Context: an optimization exercise on an open-source flow, tuned for small area, a short achievable clock period and few clock cycles per item. The choices shown serve that exercise and are no tape-out recipe.
RTL that was checked went through simulation tests only; none was proved equivalent to the original.

// SSE
module SSE (
	input  logic        clk,
	input  logic        rst,
	input  logic        in_valid,
	input  logic        in_last,
	input  logic [31:0] A,
	input  logic [31:0] B,
	output logic        in_ready,
	output logic        out_valid,
	output logic [31:0] Y
);
For scale: ~3700 cells after synthesis, ~100 I/O pins, roughly 33000 um2 of cells after synthesis.
export LEC_CHECK = 0
export CAP_MARGIN = 20
export CORE_MARGIN = 2
export CORE_UTILIZATION = 40
export CTS_CLUSTER_DIAMETER = 100
export CTS_CLUSTER_SIZE = 30
export PLACE_DENSITY = 0.6
export SETUP_SLACK_MARGIN = 5
export SLEW_MARGIN = 20
export SYNTH_HIERARCHICAL = 1
export SYNTH_MINIMUM_KEEP_SIZE = 0
create_clock -name core_clock -period 10.0 [get_ports {clk}]
standard.sh (not shown) runs the stock make flow with config.mk's settings and CLKGATE_MAP_FILE= SYNTH_SCRIPT=/design/flow/synth_recipe.tcl, a recipe that flattens the netlist after the stock synthesis.
==> flow/flow/run.sh <==
#!/bin/bash
set -euo pipefail
bash standard.sh SETUP_SLACK_MARGIN=6.0 "BUFFER_PORTS_ARGS=-buffer_cell sky130_fd_sc_hd__buf_1" finish > standard.log 2>&1
Testbench counts at the start, summed over its fixed seeds: cycles 8,146, items 8,082.
==> next run, changes <==
Settings changed: CORE_UTILIZATION 40 to 68, PLACE_DENSITY 0.6 to 0.82.
Worst hold slack improves by 0.0031 ns.
Global-route usage rises by 17 points.
Core utilization rises by 29 points.

========
## v39
SSE, a different RTL version from the one above (not shown whole).
Size: about 3900 cells after synthesis, roughly 360 flip-flops, roughly 100 I/O pins, roughly 0.032 sq mm of cells after synthesis.
Design SSE, start of the top module:
module SSE (
	input  logic        clk,
	input  logic        rst,
	input  logic        in_valid,
	input  logic        in_last,
	input  logic [31:0] A,
	input  logic [31:0] B,
	output logic        in_ready,
	output logic        out_valid,
	output logic [31:0] Y
);
export LEC_CHECK = 0
export CAP_MARGIN = 20
export CORE_MARGIN = 2
export CORE_UTILIZATION = 40
export PLACE_DENSITY = 0.6
export SETUP_SLACK_MARGIN = 5
export SLEW_MARGIN = 20
create_clock -name core_clock -period 10.0 [get_ports {clk}]
==> flow/flow/run.sh <==
#!/bin/bash
set -euo pipefail
bash standard.sh SETUP_SLACK_MARGIN=6.0 finish > standard.log 2>&1
v39 has completed all stages; timing, DRC and antenna checks passed.
Testbench counts of v39, summed over its fixed seeds: cycles 8,146, items 8,082.
What v43 does differently from v39 at the input level:
==> flow/flow/run.sh <==
#!/bin/bash
set -euo pipefail
bash standard.sh SETUP_SLACK_MARGIN=5.6 finish > standard.log 2>&1
Notes after the runs:
In the flow results for v43 and v39, the wire length of the first global-routing pass is smaller on v43.
Between v39 and v43, non-clock buffer count decreased.
The higher routed metal-1 wire length of v43 and v39 is in v39.
Diff v39 -> v43 | routed wire length per instance | decrease of 1.7%
[v43 vs v39] utilization of the core after routing: lower in v43
On core area, v43 and v39 are neck and neck.
Area added between synthesis and finish, v43 and v39, higher one = v39.
The inputs of v7 differ from those of v43 as listed below.
==> flow/run.sh (new file) <==
#!/bin/bash
# synth_recipe.tcl (not shown) runs the flow's synth.tcl, then flattens the netlist and writes it again
# the make line also repeats each setting of config.mk as NAME=value (left out here)
make -C /OpenROAD-flow-scripts/flow DESIGN_CONFIG=/design/flow/config.mk WORK_HOME=/design/flow/orfs CLKGATE_MAP_FILE= SYNTH_SCRIPT=/design/flow/synth_recipe.tcl finish
removed: flow/flow/run.sh
removed: flow/standard.sh
==> summary.txt <==
Cmp v7 and v43 / number of buffers created by CTS / lower: v7. Summary of v7 over v43: adder-cell share of the synthesized area closely matched the old numbers.
### v7 -> v25
# v7
export LEC_CHECK = 0
export CAP_MARGIN = 20
export CORE_MARGIN = 2
export CORE_UTILIZATION = 40
export PLACE_DENSITY = 0.6
export SETUP_SLACK_MARGIN = 5
export SLEW_MARGIN = 20
create_clock -name core_clock -period 10.0 [get_ports {clk}]
# v25
export LEC_CHECK = 0
export CAP_MARGIN = 20
export CORE_MARGIN = 2
export CORE_UTILIZATION = 40
export CTS_BUF_LIST = sky130_fd_sc_hd__clkbuf_4 sky130_fd_sc_hd__clkbuf_8
export PLACE_DENSITY = 0.6
export SETUP_SLACK_MARGIN = 5
export SLEW_MARGIN = 20
create_clock -name core_clock -period 10.0 [get_ports {clk}]
==> flow/flow/run.sh (new file) <==
#!/bin/bash
set -euo pipefail
bash standard.sh SETUP_SLACK_MARGIN=5.6 finish > standard.log 2>&1
==> flow/standard.sh (new file) <==
#!/bin/bash
# synth_recipe.tcl (not shown) runs the flow's synth.tcl, then flattens the netlist and writes it again
# the make line also repeats each setting of config.mk as NAME=value (left out here)
make -C /OpenROAD-flow-scripts/flow DESIGN_CONFIG=/design/flow/config.mk WORK_HOME=/design/flow/orfs CLKGATE_MAP_FILE= SYNTH_SCRIPT=/design/flow/synth_recipe.tcl "${@:-finish}"
removed: flow/run.sh
--- outcome ---
Per the comparison of v25 with v7, headroom to the max-slew limit down 7.7 points, via count shows an increase of 3.0%, register-to-register slack rose by 450 ps. On depth of the CTS H-tree: between v25 and v7, it ends up higher for v25. Between v25 and v7, the worst hold slack across all endpoints does not differ in any meaningful way. Re weighted congestion reported at the end of routability-driven placement: v25 and v7 aren't equal, and the higher value belongs to v25. v25 ended with more average wire per standard cell than v7.
## Diff of input files: v12 against v25
# v25
export LEC_CHECK = 0
export CAP_MARGIN = 20
export CORE_MARGIN = 2
export CORE_UTILIZATION = 40
export CTS_BUF_LIST = sky130_fd_sc_hd__clkbuf_4 sky130_fd_sc_hd__clkbuf_8
export PLACE_DENSITY = 0.6
export SETUP_SLACK_MARGIN = 5
export SLEW_MARGIN = 20
create_clock -name core_clock -period 10.0 [get_ports {clk}]
# v12
export LEC_CHECK = 0
export CAP_MARGIN = 20
export CORE_MARGIN = 2
export CORE_UTILIZATION = 40
export PLACE_DENSITY = 0.6
export SETUP_SLACK_MARGIN = 5
export SLEW_MARGIN = 20
create_clock -name core_clock -period 10.0 [get_ports {clk}]
==> flow/flow/run.sh <==
#!/bin/bash
set -euo pipefail
bash standard.sh SETUP_SLACK_MARGIN=6.3 finish > standard.log 2>&1
[summary]
v12: PASS, flow complete, no timing, DRC or antenna violations. ~same placer congestion estimate in v25 and v12. In terms of count of non-CTS inverters in the layout, v25 and v12 differ only marginally. In the reports for v25 and v12, the smaller multi-input logic area belongs to v25. Initial antenna violation count for v12 is lower than for v25. Relative to v25, the count of clock-buffer cells in the layout measured on v12 has decreased by more than a quarter. Critical-path cell with the highest stage delay = fa_2: v12; critical-path cell with the highest stage delay = a221o_1: v25. Diff v25 -> v12 | register area | up slightly. From v25 to v12 the numbers moved as follows: sum of routed wire length over all layers rose by 7000 um; cell area after placement up 400 sq um; utilization rose 4.3 points; initial detailed-routing violation count went down by 24.

========
## red
SSE, a different RTL version from the one above (not shown whole).
Size in the first run: roughly 360 flip-flops, ~100 I/O pins, about 32000 um^2 of cells after synthesis.
Design SSE, start of the top module:
module SSE (
	input  logic        clk,
	input  logic        rst,
	input  logic        in_valid,
	input  logic        in_last,
	input  logic [31:0] A,
	input  logic [31:0] B,
	output logic        in_ready,
	output logic        out_valid,
	output logic [31:0] Y
);
	localparam logic [31:0] NAN = 32'h7f800001;
	logic v0, v2, v3, v4, v5;
	logic l0, l2, l3, l4, l5;
	always_ff @(posedge clk) begin
		if (rst) begin
			in_ready <= 0;
			{v0, v2, v3, v4, v5} <= 0;
		end
		else begin
			in_ready <= 1;
			v0 <= in_valid & in_ready;
			{v2, v3, v4, v5} <= {v0, v2, v3, v4};
		end
		{l0, l2, l3, l4, l5} <= {in_last, l0, l2, l3, l4};
	end
	logic        sA, sB;
	logic [7:0]  eA, eB;
	logic [22:0] fA, fB;
	assign {sA, eA, fA} = A;
	assign {sB, eB, fB} = B;
	logic nanA, nanB, infA, infB, zA, zB;
	assign nanA = (&eA) & (|fA);
	assign nanB = (&eB) & (|fB);
	assign infA = (&eA) & ~(|fA);
	assign infB = (&eB) & ~(|fB);
	assign zA = ~(|eA);
	assign zB = ~(|eB);
	logic        spec;
	logic [31:0] sval;
	always_comb begin
		spec = 1;
		if (nanA | nanB) sval = NAN;
		else if (infA & infB) sval = (sA == sB) ? A : NAN;
		else if (infA) sval = A;
		else if (infB) sval = B;
		else if (zA & zB) sval = 0;
		else if (zA) sval = {~sB, B[30:0]};
		else if (zB) sval = A;
		else begin
			spec = 0;
			sval = A;
		end
	end
	logic [8:0]  dAB;
	logic [7:0]  dBA;
	logic        aLess, eEq, fLess, swp;
	assign dAB = {1'b0, eA} - {1'b0, eB};
	assign dBA = eB - eA;
	assign aLess = dAB[8];
	assign eEq = (eA == eB);
	assign fLess = fA < fB;
	assign swp = A[30:0] < B[30:0];    
	logic [22:0] x0, y0;
	logic [4:0]  k0;
	logic [7:0]  e0;
	logic        s0, sub0;
	always_ff @(posedge clk) begin
		y0 <= swp ? fA : fB;
		if (spec) begin
			x0 <= sval[22:0];
			k0 <= 5'd24;
			e0 <= sval[30:23];
			s0 <= sval[31];
			sub0 <= 0;
		end
		else begin
			x0 <= swp ? fB : fA;
			k0 <= aLess ? ((dBA > 8'd23) ? 5'd24 : dBA[4:0]) : ((dAB[7:0] > 8'd23) ? 5'd24 : dAB[4:0]);
			e0 <= aLess ? eB : eA;
			s0 <= (sA == sB) ? (swp ^ sA) : sA;
			sub0 <= (sA == sB);
		end
	end
	logic [23:0] y1;
	assign y1 = {1'b1, y0} >> k0;
	logic [24:0] sum2;
	sse_add #(.W(24), .L(5)) add1 (.a({1'b1, x0}), .b(sub0 ? ~y1 : y1), .ci(sub0), .s(sum2));
	logic [24:0] r2;
  ...
clock: 10.0 ns
lec_check: 0
cap_margin: 20
core_margin: 2
core_utilization: 40
cts_cluster_diameter: 100
cts_cluster_size: 30
place_density: 0.6
setup_slack_margin: 5
slew_margin: 20
==> flow/flow/run.sh <==
#!/bin/bash
set -euo pipefail
bash standard.sh SETUP_SLACK_MARGIN=5.6 "BUFFER_PORTS_ARGS=-buffer_cell sky130_fd_sc_hd__buf_1" finish > standard.log 2>&1
Testbench counts of red, summed over its fixed seeds: cycles 8,146, items 8,082.
Input-level comparison between blue and red:
Settings: CTS_CLUSTER_DIAMETER no longer set, was 100; CTS_CLUSTER_SIZE no longer set, was 30.
==> flow/flow/run.sh <==
#!/bin/bash
set -euo pipefail
bash standard.sh SETUP_SLACK_MARGIN=5.6 finish > standard.log 2>&1
Compared with red, blue shows a pin slew with the least headroom to its limit that is 80 ps higher.
Cell area sits higher in blue than in red.
For number of cells upsized or downsized after cts, dividing the value from red by the value from blue gives 0.79.
blue ended up with a higher post-detailed-route wirelength per cell than red did.
Comparing red and blue, the higher non-clock buffer count was measured on blue.
blue vs red: clock transition at the registers of the reported paths down in blue
Changes in green relative to blue:
==> flow/flow/run.sh <==
#!/bin/bash
set -euo pipefail
bash standard.sh SETUP_SLACK_MARGIN=5.6 "BUFFER_PORTS_ARGS=-buffer_cell sky130_fd_sc_hd__buf_1" finish > standard.log 2>&1
- green vs blue, final instance count without filler cells went down by 21.
- Against blue, green reports a cell depth of the worst flop-to-flop path that is higher.
- Re core utilization of the finished layout: green and blue aren't equal, and the lower value belongs to green.
Setup changes, green to orange
Settings: putting CTS_CLUSTER_SIZE at 40 where nothing was set; putting CTS_CLUSTER_DIAMETER at 100 where nothing was set.
==> comparison <==
From orange to green, core box area did not move at all.
[compare] base=green new=orange: final area down 880 um^2; setup violation total in the final timing report flat; number of cells in the finished layout apart from fillers down 0.79%.
orange -> green: area occupied by multi-input gates flat
orange ends up with lower utilization than green does.
Multi-input gate share of the layout cell area for orange: 1.5 points up relative to green
Modified inputs, purple compared to orange
Settings: removing CTS_CLUSTER_DIAMETER (formerly 100); removing CTS_CLUSTER_SIZE (formerly 40).
==> flow/flow/run.sh <==
#!/bin/bash
set -euo pipefail
bash standard.sh SETUP_SLACK_MARGIN=5.8 finish > standard.log 2>&1
[summary]
Of purple and orange, the run reporting the lower share of the final layout cell area in multi-input gates was purple.
In the flow results for purple and orange, the routed wire length is larger on purple.
Maximum level of the CTS H-tree, purple and orange, higher one = purple.
Sequential share of layout area ended up 1.4 points lower on purple than on orange.

========
SSE, a different RTL version from the one above (not shown whole).
Size: roughly 3900 cells after synthesis, ~100 I/O pins, about 33000 sq um of cells after synthesis.
==> flow/config.mk <==
export PLATFORM = sky130hd
export DESIGN_NAME = SSE
export DESIGN_NICKNAME = SSE
export VERILOG_FILES = /design/flow/design.v
export SDC_FILE = /design/flow/constraint.sdc
export NUM_CORES = 4
export LEC_CHECK = 0
export CAP_MARGIN = 20
export CORE_MARGIN = 2
export CORE_UTILIZATION = 40
export PLACE_DENSITY = 0.6
export SETUP_SLACK_MARGIN = 5
export SLEW_MARGIN = 20
==> flow/constraint.sdc <==
create_clock -name core_clock -period 10.0 [get_ports {clk}]
set_input_delay 2.0000 -clock core_clock [delete_from_list [all_inputs] [get_ports {clk}]]
set_output_delay 2.0000 -clock core_clock [all_outputs]
set_load 0.01 [all_outputs]
run.sh (not shown) runs the stock make flow with config.mk's settings and CLKGATE_MAP_FILE= SYNTH_SCRIPT=/design/flow/synth_recipe.tcl, a recipe that flattens the netlist after the stock synthesis.
Stock flow here: none of the scripts above is used.
Change:
==> flow/flow/run.sh (new file) <==
#!/bin/bash
set -euo pipefail
bash standard.sh SETUP_SLACK_MARGIN=6.5 finish > standard.log 2>&1
==> flow/standard.sh (new file) <==
#!/bin/bash
# synth_recipe.tcl (not shown) runs the flow's synth.tcl, then flattens the netlist and writes it again
# the make line also repeats each setting of config.mk as NAME=value (left out here)
make -C /OpenROAD-flow-scripts/flow DESIGN_CONFIG=/design/flow/config.mk WORK_HOME=/design/flow/orfs CLKGATE_MAP_FILE= SYNTH_SCRIPT=/design/flow/synth_recipe.tcl "${@:-finish}"
removed: flow/run.sh
What happened:
- The changed run ran to the end with no violations
- setup slack improved by 180 ps
- hold slack gets worse by 20 ps
- routed wire length is higher by 7.4%
- via count grows by 4.2%
- area after synthesis stays the same
- final area increases by 9.3%
- global-route usage increases by 0.86 points
No functional check of the RTL was part of any run of this note.

========
Setup of MS:
Another version of the RTL of SSE (not shown whole).
For scale: roughly 3700 cells after synthesis, ~0.033 mm² of cells after synthesis.
clock: 10.0 ns
lec_check: 0
cap_margin: 20
core_margin: 2
core_utilization: 55
cts_cluster_diameter: 100
cts_cluster_size: 26
place_density: 0.72
setup_slack_margin: 5
slew_margin: 20
synth_hierarchical: 1
synth_minimum_keep_size: 0
standard.sh (not shown) runs the stock make flow with config.mk's settings and CLKGATE_MAP_FILE= SYNTH_SCRIPT=/design/flow/synth_recipe.tcl, a recipe that flattens the netlist after the stock synthesis.
==> flow/flow/run.sh <==
#!/bin/bash
set -euo pipefail
bash standard.sh SETUP_SLACK_MARGIN=6.0 "BUFFER_PORTS_ARGS=-buffer_cell sky130_fd_sc_hd__buf_1" finish > standard.log 2>&1
Testbench counts of MS, summed over its fixed seeds: cycles 8,146, items 8,082.
### MS -> TR
==> flow/flow/run.sh <==
#!/bin/bash
set -euo pipefail
bash standard.sh SETUP_SLACK_MARGIN=6.1 "BUFFER_PORTS_ARGS=-buffer_cell sky130_fd_sc_hd__buf_1" finish > standard.log 2>&1
## What came out
Run comparison: TR library cell contributing the largest single delay on the critical path sky130_fd_sc_hd__or4_1; MS library cell contributing the largest single delay on the critical path sky130_fd_sc_hd__fa_2. Going from MS to TR, number of setup buffers added after CTS shrank by more than 10%. In the flow results for MS and TR, the overall via count from detail_route is larger on TR. Fmax | TR vs MS | TR faster. Comparing MS and TR, the lower post-route core utilization was measured on MS. Half-perimeter wire length after placement: TR > MS. TR: first-pass GRT wire length higher than MS. Sequential cell area: MS vs TR — no meaningful difference.

separate check: timing with driven ports:
The flow's constraints put no driver on any port. The routed layouts listed below were extracted and timed again, unchanged, in two steps.
Step 1 assumes that a clkbuf_16 drives the clock port and a buf_2 every other input.
Step 2 times the ports against the registers' clock, not the clock port: input delays grow and output delays shrink by t, the midpoint of the rising clock arrivals with the driver on.
Three values: no drivers, after step 1, after step 2; two values: the first two.
| run | shift t [ns] | setup slack, ns | worst hold slack (ns) | cell pins on the clock port's net |
|---|---|---|---|---|
| the first run of note 1 | 0.645 | 6.034 / 6.066 / 5.425 | 0.335 / 0.335 / 0.335 | 1 |
| the second run of note 1 | 0.617 | 5.980 / 6.018 / 5.400 | 0.339 / 0.339 / 0.339 | 1 |
| v39 | 0.654 | 5.568 / 5.568 / 5.067 | 0.327 / 0.327 / 0.327 | 1 |
| v43 | 0.651 | 5.615 / 5.615 / 5.066 | 0.324 / 0.324 / 0.324 | 1 |
| v7 | 0.637 | 5.157 / 5.157 / 4.576 | 0.325 / 0.325 / 0.325 | 1 |
| v25 | 0.708 | 5.610 / 5.610 / 5.029 | 0.322 / 0.322 / 0.322 | 1 |
| v12 | 0.654 | 5.660 / 5.660 / 5.126 | 0.322 / 0.322 / 0.322 | 1 |
| red | 0.657 | 5.711 / 5.711 / 5.108 | 0.315 / 0.315 / 0.315 | 1 |
| blue | 0.641 | 5.683 / 5.683 / 5.095 | 0.325 / 0.325 / 0.325 | 1 |
| green | 0.646 | 5.665 / 5.665 / 5.116 | 0.326 / 0.326 / 0.326 | 1 |
| orange | 0.663 | 5.707 / 5.707 / 5.117 | 0.317 / 0.317 / 0.317 | 1 |
| purple | 0.653 | 5.706 / 5.706 / 5.227 | 0.316 / 0.316 / 0.316 | 1 |
| the first run of note 4 | 0.676 | 5.065 / 5.065 / 5.065 | 0.326 / 0.326 / 0.326 | 1 |
| the second run of note 4 | 0.673 | 5.246 / 5.246 / 5.246 | 0.306 / 0.306 / 0.306 | 1 |
| MS | 0.639 | 6.079 / 6.084 / 5.488 | 0.329 / 0.329 / 0.329 | 1 |
| TR | 0.627 | 6.133 / 6.133 / 5.580 | 0.331 / 0.331 / 0.331 | 1 |
After both steps every run listed still meets setup and hold. The setup slack of the first run of note 1, which loses most, moves by +0.032 ns with the drivers and by -0.609 ns with both steps.
